Source: an optimization exercise on an open RTL-to-GDS flow (aim: small area). Production flows keep margins and buffers that such runs may drop. At most, simulation tests tie the RTL to the original design; equivalence was not proved. Power and IR drop assume default switching activity.

== red ==
// cbc_dig
module cbc_dig(clk,rst_n,RX_A,RX_C,TX_C,CH_A,CH_B,dst,eep_rd_data,eep_addr,eep_cs_n,eep_r_w_n,chrg_pmp_en);
For scale: roughly 40 I/O pins, ~10000 sq um of cells after synthesis.
clock: 10.0 ns
lec_check: 0
cap_margin: 0
core_margin: 2
core_utilization: 75
gpl_timing_driven: 0
slew_margin: 0
standard.sh (not shown) runs the stock make flow with config.mk's settings and CLKGATE_MAP_FILE= SYNTH_SCRIPT=/design/flow/synth_recipe.tcl, a recipe that flattens the netlist after the stock synthesis.
==> flow/flow/run.sh <==
#!/bin/bash
# Layout flow: the standard flow (standard.sh, synthesis unchanged) with
# the synthesis buffers removed before placement, single-drive port buffers
# and a clock tree without dummy loads.
export REMOVE_ABC_BUFFERS=1
export BUFFER_PORTS_ARGS="-buffer_cell sky130_fd_sc_hd__buf_1"
export CTS_ARGS="-sink_clustering_enable -repair_clock_nets -dont_use_dummy_load -buf_list sky130_fd_sc_hd__clkbuf_4 -sink_clustering_size 8 -sink_clustering_max_diameter 50"
bash standard.sh > standard.log 2>&1
status=$?
tail -40 standard.log
exit $status
Inputs modified between red and blue:
--- a/flow/flow/run.sh
+++ b/flow/flow/run.sh
@@ -5,5 +5,5 @@
 export REMOVE_ABC_BUFFERS=1
 export BUFFER_PORTS_ARGS="-buffer_cell sky130_fd_sc_hd__buf_1"
-export CTS_ARGS="-sink_clustering_enable -repair_clock_nets -dont_use_dummy_load -buf_list sky130_fd_sc_hd__clkbuf_4 -sink_clustering_size 8 -sink_clustering_max_diameter 50"
+export CTS_ARGS="-sink_clustering_enable -repair_clock_nets -dont_use_dummy_load -buf_list sky130_fd_sc_hd__clkbuf_4 -sink_clustering_size 9 -sink_clustering_max_diameter 55"
 bash standard.sh > standard.log 2>&1
 status=$?
--- a/flow/config.mk
+++ b/flow/config.mk
@@ -8,5 +8,5 @@
 export CAP_MARGIN = 0
 export CORE_MARGIN = 2
-export CORE_UTILIZATION = 75
+export CORE_UTILIZATION = 65
 export GPL_TIMING_DRIVEN = 0
 export SLEW_MARGIN = 0
~same share of cell area taken by multi-input logic gates in blue and red. Per the comparison of blue with red, clock share of power lost 1.9 points, post-placement worst setup slack lost 0.19 ns, design area neither gained nor lost much, critical path's largest stage delay picked up an extra 0.10 ns. Core util | blue vs red | blue lower. In the reports for blue and red, the smaller part of the total power dissipated in combinational logic belongs to red. Vertical die dimension (red / blue): 0.933.

* * *

## v43
cbc_dig, a different RTL version from the one above (not shown whole).
For scale: ~930 cells after synthesis, roughly 230 flip-flops, roughly 40 I/O pins, roughly 0.0098 mm^2 of cells after synthesis.
Settings: LEC_CHECK=0, CAP_MARGIN=0, CORE_MARGIN=2, CORE_UTILIZATION=70, GPL_TIMING_DRIVEN=0, SLEW_MARGIN=0; clock period 10.0 ns.
==> flow/flow/run.sh <==
#!/bin/bash
# Layout flow: the standard flow (standard.sh, synthesis unchanged) with
# the synthesis buffers removed before placement, single-drive port buffers
# and a clock tree without dummy loads.
export REMOVE_ABC_BUFFERS=1
export BUFFER_PORTS_ARGS="-buffer_cell sky130_fd_sc_hd__buf_1"
export CTS_ARGS="-sink_clustering_enable -repair_clock_nets -dont_use_dummy_load -buf_list sky130_fd_sc_hd__clkbuf_4 -sink_clustering_size 9 -sink_clustering_max_diameter 55"
bash standard.sh > standard.log 2>&1
status=$?
tail -40 standard.log
exit $status
v43 completed; timing, DRC and antenna clean
Relative to v43, the following input files were edited for v38:
- swapping 70 for 65 in CORE_UTILIZATION
- swapping 0 for 10 in CAP_MARGIN
- swapping 0 for 10 in SLEW_MARGIN
[summary]
- Maximum operating frequency on v38 is ahead of v43.
- Relative to v43, v38 degrades post-route clock skew.
- Sort v38 and v43 by global routing met2 resource utilization desc -> top: v43
Input changes introduced in v33 (baseline for comparison: v38):
- CORE_UTILIZATION: 65 -> 70
- SLEW_MARGIN: 10 -> 0
- CAP_MARGIN: 10 -> 0
==> flow/flow/run.sh <==
#!/bin/bash
# Layout flow: the standard flow (standard.sh, synthesis unchanged) with
# the synthesis buffers removed before placement, single-drive port buffers
# and a clock tree without dummy loads.
export REMOVE_ABC_BUFFERS=1
export BUFFER_PORTS_ARGS="-buffer_cell sky130_fd_sc_hd__buf_1"
export CTS_ARGS="-sink_clustering_enable -repair_clock_nets -dont_use_dummy_load -buf_list {sky130_fd_sc_hd__clkbuf_2 sky130_fd_sc_hd__clkbuf_4} -sink_clustering_size 9 -sink_clustering_max_diameter 55"
bash standard.sh > standard.log 2>&1
status=$?
tail -40 standard.log
exit $status
[summary]
- The higher global routing met3 resource utilization of v33 and v38 is in v33.
- Of v33 and v38, v33 shows the higher first-iteration DRC count, with v38 below it.
- Est. power | v33 vs v38 | v33 higher
- The worst setup slack number comes out lower for v33 vs v38.
What v36 does differently from v33 at the input level:
- putting PLACE_DENSITY at 0.9 where nothing was set
==> flow/flow/run.sh <==
#!/bin/bash
# Layout flow: the standard flow (standard.sh, synthesis unchanged) with
# the synthesis buffers removed before placement, single-drive port buffers
# and a clock tree without dummy loads.
export REMOVE_ABC_BUFFERS=1
export BUFFER_PORTS_ARGS="-buffer_cell sky130_fd_sc_hd__buf_1"
export CTS_ARGS="-sink_clustering_enable -repair_clock_nets -dont_use_dummy_load -buf_list sky130_fd_sc_hd__clkbuf_4 -sink_clustering_size 9 -sink_clustering_max_diameter 55"
bash standard.sh > standard.log 2>&1
status=$?
tail -40 standard.log
exit $status
Findings:
According to the power report, total power for v36 is lower than for v33. Of v33 and v36, v33 shows the lower final worst slack, with v36 above it. On post-route non-filler standard cell count, v33 and v36 are basically level. NOTE: final area in v36 falls short of that of v33. Changes observed in v36 relative to v33: share of the clock period used by the worst path after layout went down 1.5 points, total routed wirelength went down 2100 um, via count held.
Edits applied to the flow inputs when going from v36 to v4:
- a change of PLACE_DENSITY from 0.9 to 0.7
## What came out
Compared with v36, in v4 headroom to the max-slew limit rose by 2.7 points, final instance area increased by 43 um^2 relative to the old numbers, worst setup slack lower, global-route total usage across every layer now larger.
[inputs] v57 vs v4
- PLACE_DENSITY now 0.8, was 0.7
## What came out
- On total track usage: between v57 and v4, it ends up lower for v57.
- Non-clock buffer area fraction after layout for v57 is lower than for v4.
- Per the comparison of v57 with v4, combinational power share essentially unchanged, number of global-route vias before repair now larger, area growth from synthesis to layout down 0.24 points.
- On routed wire length, the higher figure sits with v4, not v57.
- Compared v57 vs v4, and actual transition at the worst max-transition pin is up in v57.
- Looking at v57 and v4, the power is a wash.
- Comparing final critical path time including I/O delays and setup for v57 and v4, the bigger number came from v4.

* * *

Another version of the RTL of cbc_dig (not shown whole).
Size: roughly 910 cells after synthesis, ~40 I/O pins, about 0.0099 mm² of cells after synthesis.
// cbc_dig
module cbc_dig(clk,rst_n,RX_A,RX_C,TX_C,CH_A,CH_B,dst,eep_rd_data,eep_addr,eep_cs_n,eep_r_w_n,chrg_pmp_en);
input clk,rst_n;
input RX_A;
input RX_C;
output TX_C;
output CH_A;
output CH_B;
output [13:0] dst;
input [13:0] eep_rd_data;
output [1:0] eep_addr;
output eep_cs_n;
output eep_r_w_n;
output chrg_pmp_en;
wire rdyA, rdyC;
wire [7:0] rxA, rxC;
cbc_rx iRXA(.clk(clk), .rst_n(rst_n), .RX(RX_A), .rdy(rdyA), .rx_data(rxA));
cbc_rx iRXC(.clk(clk), .rst_n(rst_n), .RX(RX_C), .rdy(rdyC), .rx_data(rxC));
reg tlow;             
reg [5:0] high_byte;
reg vld1, vld2;       
always @(posedge clk, negedge rst_n)
  if (!rst_n) tlow <= 1'b0;
  else tlow <= tlow ^ rdyA;
always @(posedge clk)
  if (rdyA & ~tlow) high_byte <= rxA[5:0];
always @(posedge clk, negedge rst_n)
  if (!rst_n) vld1 <= 1'b0;
  else vld1 <= rdyA & tlow;
always @(posedge clk)
  vld2 <= vld1;
wire [13:0] Xmeas = {high_byte, rxA};
localparam C_IDLE  = 3'd0;
localparam C_SENDH = 3'd1;
localparam C_SENDM = 3'd2;
localparam C_RSPHB = 3'd3;    
localparam C_RSPHI = 3'd4;    
localparam C_RSPLB = 3'd5;    
localparam C_RSPLI = 3'd6;    
localparam C_DONE  = 3'd7;
reg [2:0] cst;
reg frm_rdy;
reg cok;             
reg [3:0] ch;        
reg [5:0] cmid;      
wire snd_rsp, clr_rdy;
wire [13:0] Xset;
wire txbusy = (cst == C_RSPHB) | (cst == C_RSPLB);
reg [9:0] tbaud;
reg [3:0] tbit;
reg [8:0] tsr;
wire tbaud_full = ~tbaud[0] & tbaud[2] & ~tbaud[3] & ~tbaud[4] & tbaud[5] & tbaud[6] &
                  ~tbaud[7] & tbaud[8] & ~tbaud[9];
wire tshft = txbusy & tbaud_full;
wire tx_end = txbusy & ~tbit[2] & tbit[1] & ~tbit[0];     
wire trmt_h = (cst == C_SENDM) & snd_rsp;
wire trmt_l = (cst == C_RSPHI);
always @(posedge clk, negedge rst_n)
  ...
Settings: LEC_CHECK=0, CAP_MARGIN=0, CORE_MARGIN=2, CORE_UTILIZATION=65, GPL_TIMING_DRIVEN=0, SLEW_MARGIN=0; clock period 10.0 ns.
==> flow/flow/run.sh <==
#!/bin/bash
# Layout flow: the standard flow (standard.sh, synthesis unchanged) with
# the synthesis buffers removed before placement, single-drive port buffers
# and a clock tree without dummy loads.
export REMOVE_ABC_BUFFERS=1
export BUFFER_PORTS_ARGS="-buffer_cell sky130_fd_sc_hd__buf_1"
export CTS_ARGS="-sink_clustering_enable -repair_clock_nets -dont_use_dummy_load -buf_list sky130_fd_sc_hd__clkbuf_8 -sink_clustering_size 16 -sink_clustering_max_diameter 100"
bash standard.sh > standard.log 2>&1
status=$?
tail -40 standard.log
exit $status
The starting point produced a clean layout.
Next try:
==> flow/flow/run.sh (replaced) <==
#!/bin/bash
# Layout flow: the standard flow (standard.sh, synthesis unchanged) with
# single-drive port buffers and a clock tree without dummy loads.
export BUFFER_PORTS_ARGS="-buffer_cell sky130_fd_sc_hd__buf_1"
export CTS_ARGS="-sink_clustering_enable -repair_clock_nets -dont_use_dummy_load -buf_list sky130_fd_sc_hd__clkbuf_4 -sink_clustering_size 10 -sink_clustering_max_diameter 60"
bash standard.sh > standard.log 2>&1
status=$?
tail -40 standard.log
exit $status
What happened: Total power shrinks by about 1.6%; count of clock-buffer cells in the layout rose by 8; routed wire length rose by 4.4%; clock skew is about the same; worst setup slack improved by 0.38 ns; clock power went down by about 6%; final area went up by 0.75%; synthesized cell count stays the same.
Function was not checked in any run of this note: the RTL went through the layout flow alone.

[afterwards: timing with drivers on the ports]
The flow's constraints put no driver on any port. The routed layouts listed below were extracted and timed again, unchanged, in two steps.
Step 1 assumes that a clkbuf_16 drives the clock port and a buf_2 every other input.
Step 2 adds t to the input delays and takes it off the output delays; t is the mean of the earliest and latest rising clock arrival at the registers after step 1. Input paths then give back, and output paths get back, about the clock's delay inside the block.
Slacks: ideal ports / drivers / drivers and shift; pairs: ideal ports / drivers.
run | shift t [ns] | setup slack, ns | worst hold slack (ns) | pins driven straight from the clock port
red | 0.626 | 1.005 / 1.005 / 1.005 | 0.351 / 0.351 / 0.351 | 1
blue | 0.661 | 0.750 / 0.750 / 0.750 | 0.344 / 0.344 / 0.344 | 1
v43 | 0.691 | 0.618 / 0.618 / 0.618 | 0.354 / 0.354 / 0.354 | 1
v38 | 0.682 | 0.668 / 0.668 / 0.668 | 0.342 / 0.342 / 0.342 | 1
v33 | 0.691 | 0.618 / 0.618 / 0.618 | 0.354 / 0.354 / 0.354 | 1
v36 | 0.688 | 0.773 / 0.773 / 0.773 | 0.348 / 0.348 / 0.348 | 1
v4 | 0.691 | 0.618 / 0.618 / 0.618 | 0.354 / 0.354 / 0.354 | 1
v57 | 0.675 | 0.654 / 0.654 / 0.654 | 0.342 / 0.342 / 0.342 | 1
the first run of note 3 | 0.529 | 0.533 / 0.533 / 0.533 | 0.349 / 0.349 / 0.349 | 1
the second run of note 3 | 0.686 | 0.916 / 0.916 / 0.916 | 0.357 / 0.357 / 0.357 | 1
After both steps every run listed still meets setup and hold.
